This is an optimization exercise on Yosys and OpenROAD, whose aim is small area and a short achievable clock period, not a production implementation.
Only the layout flow was run in this run; the RTL was not checked for function there.

File: config.mk
export PLATFORM = sky130hd
export DESIGN_NAME = FIR
export DESIGN_NICKNAME = FIR
export VERILOG_FILES = /design/flow/design.v
export SDC_FILE = /design/flow/constraint.sdc
export NUM_CORES = 4
export LEC_CHECK = 0
export CAP_MARGIN = 20
export CORE_MARGIN = 2
export CORE_UTILIZATION = 40
export SLEW_MARGIN = 20
File: constraint.sdc
create_clock -name core_clock -period 19.0 [get_ports {clk}]
set_input_delay 3.8000 -clock core_clock [delete_from_list [all_inputs] [get_ports {clk}]]
set_output_delay 3.8000 -clock core_clock [all_outputs]
set_load 0.01 [all_outputs]
File: design.v
module FIR(
input clk,
input reset_p,
input  [9:0]data_in,
output [9:0]fir_data
);
reg  [9:0] x1, x2, x3, x4, x5, x6, x7;
reg  [9:0] y;
wire n1 = x1[0] ^ x6[0];
wire n2 = x1[0] & x6[0];
wire n3 = x1[1] ^ x6[1] ^ n2;
wire n4 = (x1[1] & x6[1]) | (x1[1] & n2) | (x6[1] & n2);
wire n5 = x1[2] ^ x6[2] ^ n4;
wire n6 = (x1[2] & x6[2]) | (x1[2] & n4) | (x6[2] & n4);
wire n7 = x1[3] ^ x6[3] ^ n6;
wire n8 = (x1[3] & x6[3]) | (x1[3] & n6) | (x6[3] & n6);
wire n9 = x1[4] ^ x6[4] ^ n8;
wire n10 = (x1[4] & x6[4]) | (x1[4] & n8) | (x6[4] & n8);
wire n11 = x1[5] ^ x6[5] ^ n10;
wire n12 = (x1[5] & x6[5]) | (x1[5] & n10) | (x6[5] & n10);
wire n13 = x1[6] ^ x6[6] ^ n12;
wire n14 = (x1[6] & x6[6]) | (x1[6] & n12) | (x6[6] & n12);
wire n15 = x1[7] ^ x6[7] ^ n14;
wire n16 = (x1[7] & x6[7]) | (x1[7] & n14) | (x6[7] & n14);
wire n17 = x1[8] ^ x6[8] ^ n16;
wire n18 = (x1[8] & x6[8]) | (x1[8] & n16) | (x6[8] & n16);
wire n19 = x1[9] ^ x6[9] ^ n18;
wire n20 = (x1[9] & x6[9]) | (x1[9] & n18) | (x6[9] & n18);
wire n21 = x2[0] ^ x5[0];
wire n22 = x2[0] & x5[0];
wire n23 = x2[1] ^ x5[1] ^ n22;
wire n24 = (x2[1] & x5[1]) | (x2[1] & n22) | (x5[1] & n22);
wire n25 = x2[2] ^ x5[2] ^ n24;
wire n26 = (x2[2] & x5[2]) | (x2[2] & n24) | (x5[2] & n24);
wire n27 = x2[3] ^ x5[3] ^ n26;
wire n28 = (x2[3] & x5[3]) | (x2[3] & n26) | (x5[3] & n26);
wire n29 = x2[4] ^ x5[4] ^ n28;
wire n30 = (x2[4] & x5[4]) | (x2[4] & n28) | (x5[4] & n28);
wire n31 = x2[5] ^ x5[5] ^ n30;
wire n32 = (x2[5] & x5[5]) | (x2[5] & n30) | (x5[5] & n30);
wire n33 = x2[6] ^ x5[6] ^ n32;
wire n34 = (x2[6] & x5[6]) | (x2[6] & n32) | (x5[6] & n32);
wire n35 = x2[7] ^ x5[7] ^ n34;
wire n36 = (x2[7] & x5[7]) | (x2[7] & n34) | (x5[7] & n34);
wire n37 = x2[8] ^ x5[8] ^ n36;
wire n38 = (x2[8] & x5[8]) | (x2[8] & n36) | (x5[8] & n36);
wire n39 = x2[9] ^ x5[9] ^ n38;
wire n40 = (x2[9] & x5[9]) | (x2[9] & n38) | (x5[9] & n38);
wire n41 = x3[0] ^ x4[0];
wire n42 = x3[0] & x4[0];
wire n43 = x3[1] ^ x4[1] ^ n42;
wire n44 = (x3[1] & x4[1]) | (x3[1] & n42) | (x4[1] & n42);
wire n45 = x3[2] ^ x4[2] ^ n44;
wire n46 = (x3[2] & x4[2]) | (x3[2] & n44) | (x4[2] & n44);
wire n47 = x3[3] ^ x4[3] ^ n46;
wire n48 = (x3[3] & x4[3]) | (x3[3] & n46) | (x4[3] & n46);
wire n49 = x3[4] ^ x4[4] ^ n48;
wire n50 = (x3[4] & x4[4]) | (x3[4] & n48) | (x4[4] & n48);
wire n51 = x3[5] ^ x4[5] ^ n50;
wire n52 = (x3[5] & x4[5]) | (x3[5] & n50) | (x4[5] & n50);
wire n53 = x3[6] ^ x4[6] ^ n52;
wire n54 = (x3[6] & x4[6]) | (x3[6] & n52) | (x4[6] & n52);
wire n55 = x3[7] ^ x4[7] ^ n54;
wire n56 = (x3[7] & x4[7]) | (x3[7] & n54) | (x4[7] & n54);
wire n57 = x3[8] ^ x4[8] ^ n56;
wire n58 = (x3[8] & x4[8]) | (x3[8] & n56) | (x4[8] & n56);
wire n59 = x3[9] ^ x4[9] ^ n58;
wire n60 = (x3[9] & x4[9]) | (x3[9] & n58) | (x4[9] & n58);
wire n61 = x7[0] ^ n41;
wire n62 = x7[0] & n41;
wire n63 = x7[1] ^ n41 ^ n62;
wire n64 = (x7[1] & n41) | (x7[1] & n62) | (n41 & n62);
wire n65 = n43 ^ n63;
wire n66 = n43 & n63;
wire n67 = x7[2] ^ n21 ^ n41;
wire n68 = (x7[2] & n21) | (x7[2] & n41) | (n21 & n41);
wire n69 = n43 ^ n67 ^ n64;
wire n70 = (n43 & n67) | (n43 & n64) | (n67 & n64);
wire n71 = n45 ^ n66 ^ n69;
wire n72 = (n45 & n66) | (n45 & n69) | (n66 & n69);
wire n73 = x7[3] ^ x7[0] ^ n68;
wire n74 = (x7[3] & x7[0]) | (x7[3] & n68) | (x7[0] & n68);
wire n75 = n23 ^ n43 ^ n45;
wire n76 = (n23 & n43) | (n23 & n45) | (n43 & n45);
wire n77 = n73 ^ n70 ^ n47;
wire n78 = (n73 & n70) | (n73 & n47) | (n70 & n47);
wire n79 = n75 ^ n72 ^ n77;
wire n80 = (n75 & n72) | (n75 & n77) | (n72 & n77);
wire n81 = x7[4] ^ x7[1] ^ n1;
wire n82 = (x7[4] & x7[1]) | (x7[4] & n1) | (x7[1] & n1);
wire n83 = n41 ^ n81 ^ n74;
wire n84 = (n41 & n81) | (n41 & n74) | (n81 & n74);
wire n85 = n25 ^ n45 ^ n47;
wire n86 = (n25 & n45) | (n25 & n47) | (n45 & n47);
wire n87 = n83 ^ n76 ^ n49;
wire n88 = (n83 & n76) | (n83 & n49) | (n76 & n49);
wire n89 = n78 ^ n85 ^ n80;
wire n90 = (n78 & n85) | (n78 & n80) | (n85 & n80);
wire n91 = n87 ^ n89;
wire n92 = n87 & n89;
wire n93 = x7[5] ^ x7[2] ^ n1;
wire n94 = (x7[5] & x7[2]) | (x7[5] & n1) | (x7[2] & n1);
wire n95 = n21 ^ n82 ^ n3;
wire n96 = (n21 & n82) | (n21 & n3) | (n82 & n3);
wire n97 = n43 ^ n93 ^ n95;
wire n98 = (n43 & n93) | (n43 & n95) | (n93 & n95);
wire n99 = n84 ^ n27 ^ n47;
wire n100 = (n84 & n27) | (n84 & n47) | (n27 & n47);
wire n101 = n97 ^ n49 ^ n86;
wire n102 = (n97 & n49) | (n97 & n86) | (n49 & n86);
wire n103 = n99 ^ n51 ^ n88;
wire n104 = (n99 & n51) | (n99 & n88) | (n51 & n88);
wire n105 = n101 ^ n90 ^ n103;
wire n106 = (n101 & n90) | (n101 & n103) | (n90 & n103);
wire n107 = n92 ^ n105;
wire n108 = n92 & n105;
wire n109 = x7[6] ^ x7[3] ^ n94;
wire n110 = (x7[6] & x7[3]) | (x7[6] & n94) | (x7[3] & n94);
wire n111 = n3 ^ n23 ^ n5;
wire n112 = (n3 & n23) | (n3 & n5) | (n23 & n5);
wire n113 = n45 ^ n109 ^ n96;
wire n114 = (n45 & n109) | (n45 & n96) | (n109 & n96);
wire n115 = n98 ^ n111 ^ n113;
wire n116 = (n98 & n111) | (n98 & n113) | (n111 & n113);
wire n117 = n29 ^ n49 ^ n100;
wire n118 = (n29 & n49) | (n29 & n100) | (n49 & n100);
wire n119 = n115 ^ n51 ^ n102;
wire n120 = (n115 & n51) | (n115 & n102) | (n51 & n102);
wire n121 = n117 ^ n53 ^ n104;
wire n122 = (n117 & n53) | (n117 & n104) | (n53 & n104);
wire n123 = n119 ^ n106 ^ n121;
wire n124 = (n119 & n106) | (n119 & n121) | (n106 & n121);
wire n125 = n108 ^ n123;
wire n126 = n108 & n123;
wire n127 = x7[7] ^ x7[4] ^ n21;
wire n128 = (x7[7] & x7[4]) | (x7[7] & n21) | (x7[4] & n21);
wire n129 = n127 ^ n110 ^ n5;
wire n130 = (n127 & n110) | (n127 & n5) | (n110 & n5);
wire n131 = n25 ^ n7 ^ n47;
wire n132 = (n25 & n7) | (n25 & n47) | (n7 & n47);
wire n133 = n112 ^ n114 ^ n129;
wire n134 = (n112 & n114) | (n112 & n129) | (n114 & n129);
wire n135 = n131 ^ n116 ^ n133;
wire n136 = (n131 & n116) | (n131 & n133) | (n116 & n133);
wire n137 = n31 ^ n51 ^ n118;
wire n138 = (n31 & n51) | (n31 & n118) | (n51 & n118);
wire n139 = n135 ^ n53 ^ n120;
wire n140 = (n135 & n53) | (n135 & n120) | (n53 & n120);
wire n141 = n137 ^ n55 ^ n122;
wire n142 = (n137 & n55) | (n137 & n122) | (n55 & n122);
wire n143 = n139 ^ n124 ^ n141;
wire n144 = (n139 & n124) | (n139 & n141) | (n124 & n141);
wire n145 = n126 ^ n143;
wire n146 = n126 & n143;
wire n147 = x7[8] ^ x7[5] ^ n41;
wire n148 = (x7[8] & x7[5]) | (x7[8] & n41) | (x7[5] & n41);
wire n149 = n128 ^ n23 ^ n147;
wire n150 = (n128 & n23) | (n128 & n147) | (n23 & n147);
wire n151 = n149 ^ n7 ^ n27;
wire n152 = (n149 & n7) | (n149 & n27) | (n7 & n27);
wire n153 = n130 ^ n9 ^ n49;
wire n154 = (n130 & n9) | (n130 & n49) | (n9 & n49);
wire n155 = n132 ^ n134 ^ n151;
wire n156 = (n132 & n134) | (n132 & n151) | (n134 & n151);
wire n157 = n153 ^ n136 ^ n155;
wire n158 = (n153 & n136) | (n153 & n155) | (n136 & n155);
wire n159 = n33 ^ n53 ^ n138;
wire n160 = (n33 & n53) | (n33 & n138) | (n53 & n138);
wire n161 = n157 ^ n55 ^ n140;
wire n162 = (n157 & n55) | (n157 & n140) | (n55 & n140);
wire n163 = n159 ^ n57 ^ n142;
wire n164 = (n159 & n57) | (n159 & n142) | (n57 & n142);
wire n165 = n161 ^ n144 ^ n163;
wire n166 = (n161 & n144) | (n161 & n163) | (n144 & n163);
wire n167 = n146 ^ n165;
wire n168 = n146 & n165;
wire n169 = x7[9] ^ x7[6] ^ n148;
wire n170 = (x7[9] & x7[6]) | (x7[9] & n148) | (x7[6] & n148);
wire n171 = n43 ^ n25 ^ n169;
wire n172 = (n43 & n25) | (n43 & n169) | (n25 & n169);
wire n173 = n150 ^ n171 ^ n9;
wire n174 = (n150 & n171) | (n150 & n9) | (n171 & n9);
wire n175 = n29 ^ n152 ^ n11;
wire n176 = (n29 & n152) | (n29 & n11) | (n152 & n11);
wire n177 = n51 ^ n154 ^ n156;
wire n178 = (n51 & n154) | (n51 & n156) | (n154 & n156);
wire n179 = n173 ^ n175 ^ n158;
wire n180 = (n173 & n175) | (n173 & n158) | (n175 & n158);
wire n181 = n177 ^ n35 ^ n55;
wire n182 = (n177 & n35) | (n177 & n55) | (n35 & n55);
wire n183 = n160 ^ n179 ^ n57;
wire n184 = (n160 & n179) | (n160 & n57) | (n179 & n57);
wire n185 = n162 ^ n181 ^ n59;
wire n186 = (n162 & n181) | (n162 & n59) | (n181 & n59);
wire n187 = n164 ^ n183 ^ n185;
wire n188 = (n164 & n183) | (n164 & n185) | (n183 & n185);
wire n189 = n166 ^ n168 ^ n187;
wire n190 = (n166 & n168) | (n166 & n187) | (n168 & n187);
wire n191 = x7[7] ^ n170 ^ n45;
wire n192 = (x7[7] & n170) | (x7[7] & n45) | (n170 & n45);
wire n193 = n27 ^ n172 ^ n191;
wire n194 = (n27 & n172) | (n27 & n191) | (n172 & n191);
wire n195 = n193 ^ n11 ^ n31;
wire n196 = (n193 & n11) | (n193 & n31) | (n11 & n31);
wire n197 = n174 ^ n13 ^ n53;
wire n198 = (n174 & n13) | (n174 & n53) | (n13 & n53);
wire n199 = n176 ^ n178 ^ n195;
wire n200 = (n176 & n178) | (n176 & n195) | (n178 & n195);
wire n201 = n197 ^ n180 ^ n199;
wire n202 = (n197 & n180) | (n197 & n199) | (n180 & n199);
wire n203 = n37 ^ n57 ^ n182;
wire n204 = (n37 & n57) | (n37 & n182) | (n57 & n182);
wire n205 = n201 ^ n60 ^ n59;
wire n206 = (n201 & n60) | (n201 & n59) | (n60 & n59);
wire n207 = n184 ^ n203 ^ n186;
wire n208 = (n184 & n203) | (n184 & n186) | (n203 & n186);
wire n209 = n205 ^ n188 ^ n207;
wire n210 = (n205 & n188) | (n205 & n207) | (n188 & n207);
wire n211 = n190 ^ n209;
wire n212 = n190 & n209;
wire n213 = x7[8] ^ n47 ^ n192;
wire n214 = (x7[8] & n47) | (x7[8] & n192) | (n47 & n192);
wire n215 = n29 ^ n194 ^ n213;
wire n216 = (n29 & n194) | (n29 & n213) | (n194 & n213);
wire n217 = n215 ^ n13 ^ n33;
wire n218 = (n215 & n13) | (n215 & n33) | (n13 & n33);
wire n219 = n196 ^ n15 ^ n55;
wire n220 = (n196 & n15) | (n196 & n55) | (n15 & n55);
wire n221 = n198 ^ n200 ^ n217;
wire n222 = (n198 & n200) | (n198 & n217) | (n200 & n217);
wire n223 = n219 ^ n202 ^ n221;
wire n224 = (n219 & n202) | (n219 & n221) | (n202 & n221);
wire n225 = n60 ^ n39 ^ n59;
wire n226 = (n60 & n39) | (n60 & n59) | (n39 & n59);
wire n227 = n204 ^ n223 ^ n206;
wire n228 = (n204 & n223) | (n204 & n206) | (n223 & n206);
wire n229 = n225 ^ n208 ^ n227;
wire n230 = (n225 & n208) | (n225 & n227) | (n208 & n227);
wire n231 = n210 ^ n229 ^ n212;
wire n232 = (n210 & n229) | (n210 & n212) | (n229 & n212);
wire n233 = x7[9] ^ n49 ^ n214;
wire n234 = (x7[9] & n49) | (x7[9] & n214) | (n49 & n214);
wire n235 = n31 ^ n216 ^ n233;
wire n236 = (n31 & n216) | (n31 & n233) | (n216 & n233);
wire n237 = n235 ^ n15 ^ n35;
wire n238 = (n235 & n15) | (n235 & n35) | (n15 & n35);
wire n239 = n218 ^ n17 ^ n57;
wire n240 = (n218 & n17) | (n218 & n57) | (n17 & n57);
wire n241 = n220 ^ n222 ^ n237;
wire n242 = (n220 & n222) | (n220 & n237) | (n222 & n237);
wire n243 = n40 ^ n60 ^ n239;
wire n244 = (n40 & n60) | (n40 & n239) | (n60 & n239);
wire n245 = n241 ^ n224 ^ n226;
wire n246 = (n241 & n224) | (n241 & n226) | (n224 & n226);
wire n247 = n243 ^ n228 ^ n245;
wire n248 = (n243 & n228) | (n243 & n245) | (n228 & n245);
wire n249 = n230 ^ n247 ^ n232;
wire n250 = (n230 & n247) | (n230 & n232) | (n247 & n232);
wire n251 = n51 ^ n234 ^ n33;
wire n252 = (n51 & n234) | (n51 & n33) | (n234 & n33);
wire n253 = n236 ^ n251 ^ n17;
wire n254 = (n236 & n251) | (n236 & n17) | (n251 & n17);
wire n255 = n37 ^ n238 ^ n19;
wire n256 = (n37 & n238) | (n37 & n19) | (n238 & n19);
wire n257 = n59 ^ n240 ^ n242;
wire n258 = (n59 & n240) | (n59 & n242) | (n240 & n242);
wire n259 = n253 ^ n255 ^ n244;
wire n260 = (n253 & n255) | (n253 & n244) | (n255 & n244);
wire n261 = n257 ^ n246 ^ n259;
wire n262 = (n257 & n246) | (n257 & n259) | (n246 & n259);
wire n263 = n248 ^ n261 ^ n250;
wire n264 = (n248 & n261) | (n248 & n250) | (n261 & n250);
wire n265 = n53 ^ n35 ^ n252;
wire n266 = (n53 & n35) | (n53 & n252) | (n35 & n252);
wire n267 = n265 ^ n20 ^ n60;
wire n268 = (n265 & n20) | (n265 & n60) | (n20 & n60);
wire n269 = n19 ^ n39 ^ n254;
wire n270 = (n19 & n39) | (n19 & n254) | (n39 & n254);
wire n271 = n256 ^ n267 ^ n258;
wire n272 = (n256 & n267) | (n256 & n258) | (n267 & n258);
wire n273 = n269 ^ n260 ^ n271;
wire n274 = (n269 & n260) | (n269 & n271) | (n260 & n271);
wire n275 = n262 ^ n273 ^ n264;
wire n276 = (n262 & n273) | (n262 & n264) | (n273 & n264);
wire n277 = n55 ^ n37 ^ n266;
wire n278 = (n55 & n37) | (n55 & n266) | (n37 & n266);
wire n279 = n20 ^ n40 ^ n277;
wire n280 = (n20 & n40) | (n20 & n277) | (n40 & n277);
wire n281 = n268 ^ n270 ^ n279;
wire n282 = (n268 & n270) | (n268 & n279) | (n270 & n279);
wire n283 = n272 ^ n281 ^ n274;
wire n284 = (n272 & n281) | (n272 & n274) | (n281 & n274);
wire n285 = n283 ^ n276;
wire n286 = n283 & n276;
wire n287 = n57 ^ n39 ^ n278;
wire n288 = (n57 & n39) | (n57 & n278) | (n39 & n278);
wire n289 = n280 ^ n287 ^ n282;
wire n290 = (n280 & n287) | (n280 & n282) | (n287 & n282);
wire n291 = n289 ^ n284 ^ n286;
wire n292 = (n289 & n284) | (n289 & n286) | (n284 & n286);
wire n293 = n40 ^ n59 ^ n288;
wire n294 = (n40 & n59) | (n40 & n288) | (n59 & n288);
wire n295 = n293 ^ n290 ^ n292;
wire n296 = (n293 & n290) | (n293 & n292) | (n290 & n292);
wire n297 = n60 ^ n294 ^ n296;
wire n298 = (n60 & n294) | (n60 & n296) | (n294 & n296);
wire n299 = n79 ^ n211;
wire n300 = n79 & n211;
wire n301 = n91 ^ n211 ^ n300;
wire n302 = (n91 & n211) | (n91 & n300) | (n211 & n300);
wire n303 = n231 ^ n301;
wire n304 = n231 & n301;
wire n305 = n107 ^ n231 ^ n302;
wire n306 = (n107 & n231) | (n107 & n302) | (n231 & n302);
wire n307 = n249 ^ n304 ^ n305;
wire n308 = (n249 & n304) | (n249 & n305) | (n304 & n305);
wire n309 = n125 ^ n249 ^ n306;
wire n310 = (n125 & n249) | (n125 & n306) | (n249 & n306);
wire n311 = n263 ^ n308 ^ n309;
wire n312 = (n263 & n308) | (n263 & n309) | (n308 & n309);
wire n313 = n145 ^ n263 ^ n310;
wire n314 = (n145 & n263) | (n145 & n310) | (n263 & n310);
wire n315 = n275 ^ n312 ^ n313;
wire n316 = (n275 & n312) | (n275 & n313) | (n312 & n313);
wire n317 = n167 ^ n275 ^ n285;
wire n318 = (n167 & n275) | (n167 & n285) | (n275 & n285);
wire n319 = n314 ^ n316 ^ n317;
wire n320 = (n314 & n316) | (n314 & n317) | (n316 & n317);
wire n321 = n189 ^ n285 ^ n318;
wire n322 = (n189 & n285) | (n189 & n318) | (n285 & n318);
wire n323 = n291 ^ n321 ^ n320;
wire n324 = (n291 & n321) | (n291 & n320) | (n321 & n320);
wire n325 = n291 ^ n322 ^ n295;
wire n326 = (n291 & n322) | (n291 & n295) | (n322 & n295);
wire n327 = n324 ^ n325;
wire n328 = n324 & n325;
wire n329 = n295 ^ n297 ^ n326;
wire n330 = (n295 & n297) | (n295 & n326) | (n297 & n326);
wire n331 = n328 ^ n329;
wire n332 = n328 & n329;
wire n333 = n298 ^ n297 ^ n330;
wire n334 = (n298 & n297) | (n298 & n330) | (n297 & n330);
wire n335 = n332 ^ n333;
wire n336 = n332 & n333;
wire n337 = n298 ^ n334 ^ n336;
wire n338 = (n298 & n334) | (n298 & n336) | (n334 & n336);
wire n339 = n211 ^ n327;
wire n340 = n211 & n327;
wire n341 = n231 ^ n340 ^ n331;
wire n342 = (n231 & n340) | (n231 & n331) | (n340 & n331);
wire n343 = n249 ^ n335 ^ n342;
wire n344 = (n249 & n335) | (n249 & n342) | (n335 & n342);
wire n345 = n263 ^ n344 ^ n337;
wire n346 = (n263 & n344) | (n263 & n337) | (n344 & n337);
wire n347 = n275 ^ n338 ^ n346;
wire n348 = (n275 & n338) | (n275 & n346) | (n338 & n346);
wire n349 = n285 ^ n348;
wire n350 = n285 & n348;
wire n351 = n291 ^ n350;
wire n352 = n291 & n350;
wire n353 = n295 ^ n352;
wire n354 = n295 & n352;
wire n355 = n297 ^ n354;
wire n356 = n297 & n354;
wire n357 = n298 ^ n356;
wire n358 = n298 & n356;
wire n359 = n299 ^ n327;
wire n360 = n299 & n327;
wire n361 = n303 ^ n327 ^ n360;
wire n362 = (n303 & n327) | (n303 & n360) | (n327 & n360);
wire n363 = n331 ^ n361;
wire n364 = n331 & n361;
wire n365 = n307 ^ n331 ^ n362;
wire n366 = (n307 & n331) | (n307 & n362) | (n331 & n362);
wire n367 = n335 ^ n364 ^ n365;
wire n368 = (n335 & n364) | (n335 & n365) | (n364 & n365);
wire n369 = n311 ^ n335 ^ n366;
wire n370 = (n311 & n335) | (n311 & n366) | (n335 & n366);
wire n371 = n337 ^ n368 ^ n369;
wire n372 = (n337 & n368) | (n337 & n369) | (n368 & n369);
wire n373 = n315 ^ n338 ^ n337;
wire n374 = (n315 & n338) | (n315 & n337) | (n338 & n337);
wire n375 = n370 ^ n373 ^ n372;
wire n376 = (n370 & n373) | (n370 & n372) | (n373 & n372);
wire n377 = n319 ^ n338 ^ n374;
wire n378 = (n319 & n338) | (n319 & n374) | (n338 & n374);
wire n379 = n377 ^ n376;
wire n380 = n377 & n376;
wire n381 = n323 ^ n378 ^ n380;
wire n382 = (n323 & n378) | (n323 & n380) | (n378 & n380);
wire [9:0] q0 = {n357, n355, n353, n351, n349, n347, n345, n343, n341, n339};
wire [10:0] r0 = {n382, n381, n379, n375, n371, n367, n363, n359, n71, n65, n61};
wire [13:0] v = r0 + 9*data_in;
wire [3:0]  inc = (v >= 14'd10000) ? 4'd10 :
                  (v >= 14'd9000)  ? 4'd9  :
                  (v >= 14'd8000)  ? 4'd8  :
                  (v >= 14'd7000)  ? 4'd7  :
                  (v >= 14'd6000)  ? 4'd6  :
                  (v >= 14'd5000)  ? 4'd5  :
                  (v >= 14'd4000)  ? 4'd4  :
                  (v >= 14'd3000)  ? 4'd3  :
                  (v >= 14'd2000)  ? 4'd2  :
                  (v >= 14'd1000)  ? 4'd1  : 4'd0;
wire [9:0] y_next = q0 + inc;
assign fir_data = y;
always @(posedge clk or posedge reset_p)
    begin
        if(reset_p)
        begin
            x1 <= 10'd0;
            x2 <= 10'd0;
            x3 <= 10'd0;
            x4 <= 10'd0;
            x5 <= 10'd0;
            x6 <= 10'd0;
            x7 <= 10'd0;
            y  <= 10'd0;
        end
        else
        begin
            x1 <= data_in;
            x2 <= x1;
            x3 <= x2;
            x4 <= x3;
            x5 <= x4;
            x6 <= x5;
            x7 <= x6;
            y  <= y_next;
        end
    end
endmodule
File: run.sh
#!/bin/bash
# synth_recipe.tcl (not shown) runs the flow's synth.tcl, then flattens the netlist and writes it again
# the make line also repeats each setting of config.mk as NAME=value (left out here)
make -C /OpenROAD-flow-scripts/flow DESIGN_CONFIG=/design/flow/config.mk WORK_HOME=/design/flow/orfs CLKGATE_MAP_FILE= SYNTH_SCRIPT=/design/flow/synth_recipe.tcl finish
==> results.yml <==
timing:
  rsz0062_at_grt: "false"
  period_needed_ps: 16240
  slew_violations: 0
  setup-tns-final_ps: 0
  worst_slew_pin_slew_ps: 735
  hold_ws_ps: 365
  fin_skew_ps: 13.8
  finalCritPeriodShare: 0.855
  slew_headroom: 0.510
  finalSetupViolations: 0
  finalHoldViolCount: 0
  fmax_ghz: 0.0616
clock_tree:
  clk_latency_ps: 350
  cts_setup_buffers: 0
  clk_pin_slew_ps: 70
  cts.sinks: 80
  clockRootBuffer: "clkbuf_16"
  tritoncts: "done"
  cts_max_level: 3
  cts_resized: 0
  clock_path_buffers: 2
  cts_hold_buf: 0
  numCtsBuffers: 9
worst_setup_path:
  path_delay_family: "adder cells"
  worstPathBufferInverterCount: 19
  crit_path_end: "y[7]$_DFF_PP0_"
  required_ps: 19200
  timing.rr.start: "x3[0]$_DFF_PP0_"
  cpMostUsedCell: "fa_1"
  arrival_ps: 16440
  rr_endpoint: "y[7]$_DFF_PP0_"
  r2r_cells: 65
  cp-startpoint: "x3[0]$_DFF_PP0_"
  crit_type: "reg -> reg"
  cp_max_fo: 9
  crit_cells: 65
  critPathCaptureType: "register"
  startpoint_type: "register"
  slowest_stage: "fa_1"
  r2r_slack_ps: 2760
  worst_path_largest_cell_delay_ps: 580
drt:
  ant_nets: 0
  drc: 0
  drt_wl_total_mm: 15.6
  drt_iter0_markers: 155
  vias: 4673
  vias_per_cell: 4.58
  dr.pass1.iters: 4
  wire_per_inst_um: 15.3
yosys:
  synthFlopType: "dfrtp_1"
  netlist_area_um2: 8220
  yosys-top-cells-area: "fa_1 41%, dfrtp_1 24%, inv_1 11%, ha_1 8.5%, xor2_1 1.2%"
  synth_warnings: 1
  syn_inst: 719
  synthArstFlopShare: 1.00
  syn-num-nets: 956
  synth_top_area_frac: 0.412
  synth.avg_cell_area_um2: 11.4
  synth_edf_count: 0
  ys_seq_area_frac: 0.244
  synth_largest_area_cell: "fa_1"
  ys_seq_elements: 80
  yosysUniqueCellTypes: 64
worst_hold_path:
  min_path_type: "reg -> reg"
floorplanning:
  core-area_um2: 20200
  die_y_um: 147
  rows: 52
  start_util: 0.407
  dieArea_um2: 21700
  ioPinCount: 22
  fp.dieW_um: 147
layout:
  drive_gt1_frac: 0.0413
  syn_to_final_growth_pct: 10.3
  final_common_cell: "inv_1"
  layout.nets: 982
  final_area_um2: 9060
  num_antenna_cells: 0
  layout_common_cells: "243 x inv_1, 169 x fa_1, 80 x dfrtp_1"
grt:
  grt_max_degree: 81
  grt_overflow: 0
  grt_usage: 0.165
  antenna_found_initial: 0
  first_global_vias: 5395
  grt_pass1_wl_mm: 27.4
placed_design:
  gp_congestion: 0.850
  dpl_cell_area_um2: 8720
  hpwl_mm: 13.7
  io_buffers: 21
status:
  status: "complete, no violations"
flow_run:
  cap_violations: 0
[logic make-up after synthesis]
logic type                 share of synthesized area
buffers and inverters                          0.117
adders and majority gates                      0.498
DFF                                            0.244
AOI/OAI and AO/OA                             0.0708
and+or+nand+nor                               0.0484
xor gates and xnor gates                      0.0190
muxes                                        0.00244
[Yosys cell counts, types with 4 or more instances]
| library cell | instances |
|---|---|
| o21ai_0 | 7 |
| nor2b_1 | 4 |
| inv_1 | 244 |
| ha_1 | 56 |
| a211oi_1 | 4 |
| xnor2_1 | 5 |
| nor2_1 | 22 |
| o21a_1 | 4 |
| nand2_1 | 6 |
| o21ai_1 | 8 |
| a21oi_1 | 14 |
| dfrtp_1 | 80 |
| xor2_1 | 11 |
| o211ai_1 | 6 |
| fa_1 | 169 |
| nor3b_1 | 4 |
[final cells by class]
cell class,instances,area [µm²]
Inverter,244,917
Clock inverter,7,106
Multi-Input combinational cell,388,5250
Sequential cell,80,2000
Tap cell,270,338
Clock buffer,9,225
Fill cell,1925,11100
Timing Repair Buffer,22,221
[worst reg2reg max path, delay by kind of cell, from the launching register on]
family | cells | cell delay, ps
AO/OA/AOI/OAI | 10 | 2390
flip-flops | 1 | 350
AND/OR/NAND/NOR | 2 | 330
buffers and inverters | 19 | 1170
XOR/XNOR | 1 | 150
adder cells (fa/ha/maj) | 33 | 11700
[how the worst min path moves through the flow]
stage | start | endpoint | slack [ps] | cells past startpoint
2_1_floorplan | x1[2]$_DFF_PP0_ | x2[2]$_DFF_PP0_ | 350 | 0
3_3_place_gp | x6[7]$_DFF_PP0_ | x7[7]$_DFF_PP0_ | 360 | 0
3_5_place_dp | x4[7]$_DFF_PP0_ | x5[7]$_DFF_PP0_ | 360 | 0
4_1_cts | x3[2]$_DFF_PP0_ | x4[2]$_DFF_PP0_ | 360 | 0
5_1_grt | x2[1]$_DFF_PP0_ | x3[1]$_DFF_PP0_ | 380 | 0
6_report | x3[2]$_DFF_PP0_ | x4[2]$_DFF_PP0_ | 360 | 0
[state kept, by name, indices dropped and copies added, names as in the netlist]
| register | cells |
|---|---|
| x1 | 10 |
| x3 | 10 |
| y | 10 |
| x6 | 10 |
| x4 | 10 |
| x2 | 10 |
| x7 | 10 |
| x5 | 10 |
[stage by stage]
step	utilization	setup WS (ps)	std cells
floorplan	-	3610	719
global placement	0.433	2830	1004
detailed placement	0.433	2740	1004
CTS	0.449	2650	1020
global route	0.449	1850	1020
finish	0.449	2760	1020
[metal layers]
metal,part of all wire,GRT usage
met1,0.47,0.225
met2,0.50,0.279
met3,0.020,0.0252
met4,0.016,0.0418
met5,0,0

==> static timing again, ports no longer ideal <==
Ports are ideal in the flow. The routed layout listed here was re-timed in OpenROAD.
Step 1, drivers: a clkbuf_16 drives clk and a buf_2 each remaining input, both assumed.
Step 2 also shifts input and output timing later by t, the mid clock arrival at the registers, as if the neighbouring blocks saw the same clock.
Three values: ideal ports, drivers, drivers and shift; two values: the first two.
shift t [ns]: 0.381
setup WS [ns]: 2.763 / 2.763 / 2.763
hold slack, ns: 0.365 / 0.365 / 0.365
worst data-port slew with drivers (ns): 0.04
After both steps setup and hold are still met in this run. The setup slack of this run moves by 0.000 ns with the drivers and by 0.000 ns with both steps.
